Source: an optimization exercise on an open RTL-to-GDS flow (aim: small area). Production flows keep margins and buffers that such runs may drop. In this exercise RTL edits were held to simulation tests only and were not proved equivalent to the original. Power is estimated from default activity; no workload was simulated.

run A:
## image_processor
module image_processor #(parameter WIDTH = 100, parameter DATA_WIDTH = 8) (
    input clk,
    input rst_n,
    input shift_en,
    input [3*DATA_WIDTH-1:0] data_in,
    output logic [3*DATA_WIDTH-1:0] out_pixel
);
==> flow/config.mk <==
export PLATFORM = sky130hd
export DESIGN_NAME = image_processor
export DESIGN_NICKNAME = image_processor
export VERILOG_FILES = /design/flow/design.v
export SDC_FILE = /design/flow/constraint.sdc
export NUM_CORES = 4
export LEC_CHECK = 0
export CAP_MARGIN = 20
export CORE_MARGIN = 2
export CORE_UTILIZATION = 40
export CTS_CLUSTER_DIAMETER = 60
export CTS_CLUSTER_SIZE = 30
export SLEW_MARGIN = 20
==> flow/constraint.sdc <==
create_clock -name core_clock -period 6.0 [get_ports {clk}]
set_input_delay 1.2000 -clock core_clock [delete_from_list [all_inputs] [get_ports {clk}]]
set_output_delay 1.2000 -clock core_clock [all_outputs]
set_load 0.01 [all_outputs]
run.sh (not shown) runs the stock make flow with config.mk's settings and CLKGATE_MAP_FILE= SYNTH_SCRIPT=/design/flow/synth_recipe.tcl, a recipe that flattens the netlist after the stock synthesis.
Run A | stages: all done | timing, DRC, antenna: all pass
Edits applied to the flow inputs when going from run A to run B:
- a deleted CTS_CLUSTER_SIZE that had been 30
- a deleted CTS_CLUSTER_DIAMETER that had been 60
==> flow/flow/run.sh (new file) <==
#!/bin/bash
# Own flow: the standard layout (standard.sh, standard synthesis and
# floorplan/power grid unchanged), with the clock tree built from larger
# sink clusters and without dummy loads, and the ports buffered with the
# smallest buffer. Each step's full log stays in orfs/logs/; make's own
# output goes to standard.log.
set -euo pipefail
cd "$(dirname "$0")/.."
export CTS_ARGS="-sink_clustering_enable -repair_clock_nets -sink_clustering_size ${CTS_SIZE:-30} -sink_clustering_max_diameter ${CTS_DIAM:-60} -dont_use_dummy_load"
export BUFFER_PORTS_ARGS="-buffer_cell sky130_fd_sc_hd__buf_1"
bash standard.sh > standard.log 2>&1
cp -r orfs/logs flow_logs 2>/dev/null || true
==> flow/standard.sh (new file) <==
#!/bin/bash
# synth_recipe.tcl (not shown) runs the flow's synth.tcl, then flattens the netlist and writes it again
# the make line also repeats each setting of config.mk as NAME=value (left out here)
make -C /OpenROAD-flow-scripts/flow DESIGN_CONFIG=/design/flow/config.mk WORK_HOME=/design/flow/orfs CLKGATE_MAP_FILE= SYNTH_SCRIPT=/design/flow/synth_recipe.tcl "${@:-finish}"
removed: flow/run.sh
[summary]
- Going from run A to run B, number of vias in the routed layout shrinks by 0.62%.
- Portion of total power attributed to the clock network was higher in the run labelled run A.
- Looking at worst hold slack across both flows, run B is the stronger of the two, with run A trailing.
- Minimum setup slack in the final design delta for run B relative to run A: 0.051 ns higher
- Compared with run A, run B shows multi-input combinational area share higher by 0.16 points.
- NOTE: last weighted congestion value of the routability-driven placer in run B exceeds that of run A
- Delta (run B minus run A): maximum number of pins on one net before global-route repair fell by 22%, power fell by about 7.5%, sequential share of layout area rose by 2.1 points, combinational share of power rose by 1.1 points, relative contribution of sequential cells to total power rose by 4.6 points.
diff inputs: run B => run C
- CORE_UTILIZATION now 65, was 40
- PLACE_DENSITY now 0.75, previously not set
### Flow results
~same routed length on met1 in run B and run C. [run C] hold slack rose 0.0084 ns relative to run B. Run B → run C: pin count of the biggest net entering global routing grew by 38, detailed route wirelength on metal3 grew by about 3.4%. The met3 usage number comes out lower for run B vs run C. What run C reported for non-clock buffer count has to be multiplied by 1.19 to get the figure for run B. Run C vs run B: global-route usage up. Between run B and run C, the difference in register-to-register slack is negligible. Compared to run B, the routing of run C uses more wire.
Modified inputs, run D compared to run C
- an added CTS_CLUSTER_SIZE of 40
- an added CTS_CLUSTER_DIAMETER of 40
- a change of CORE_UTILIZATION from 65 to 40
- a deleted PLACE_DENSITY that had been 0.75
==> flow/run.sh (new file) <==
#!/bin/bash
# synth_recipe.tcl (not shown) runs the flow's synth.tcl, then flattens the netlist and writes it again
# the make line also repeats each setting of config.mk as NAME=value (left out here)
make -C /OpenROAD-flow-scripts/flow DESIGN_CONFIG=/design/flow/config.mk WORK_HOME=/design/flow/orfs CLKGATE_MAP_FILE= SYNTH_SCRIPT=/design/flow/synth_recipe.tcl finish
removed: flow/flow/run.sh
removed: flow/standard.sh
--- outcome ---
Run D: no failed stages, no open violations at the end
The lower number of buffers added by the clock tree synthesis step of run C and run D is in run C.
Run C and run D ended up with nearly the same combinational power.
Against run C, routed wire length in run D fell by a few percent.
Of run C and run D, the run reporting the lower number of H-tree levels was run C.
Summary of the comparison: total power per unit cell area is higher in run D, relative to run C.
Non-clock buffer count in run D is about 10% lower than in run C

==> port drivers added, routing unchanged <==
Ports are ideal in the flow. The routed layouts listed here were re-timed in OpenROAD.
Step 1 assumes that a clkbuf_16 drives the clock port and a buf_2 every other input.
Step 2 also shifts input and output timing later by t, the mid clock arrival at the registers, as if the neighbouring blocks saw the same clock.
Three values: ideal ports, drivers, drivers and shift; two values: the first two.
run	shift t [ns]	slack for setup (ns)	worst register clock-pin slew, ns	worst data-port slew with drivers (ns)
run A	0.774	1.676 / 1.676 / 1.676	0.10 / 0.10	0.08
run B	0.719	1.727 / 1.727 / 1.727	0.10 / 0.10	0.07
run C	0.681	1.730 / 1.730 / 1.730	0.11 / 0.11	0.03
run D	0.815	1.687 / 1.687 / 1.687	0.08 / 0.08	0.08
After both steps setup and hold are still met in every run listed.
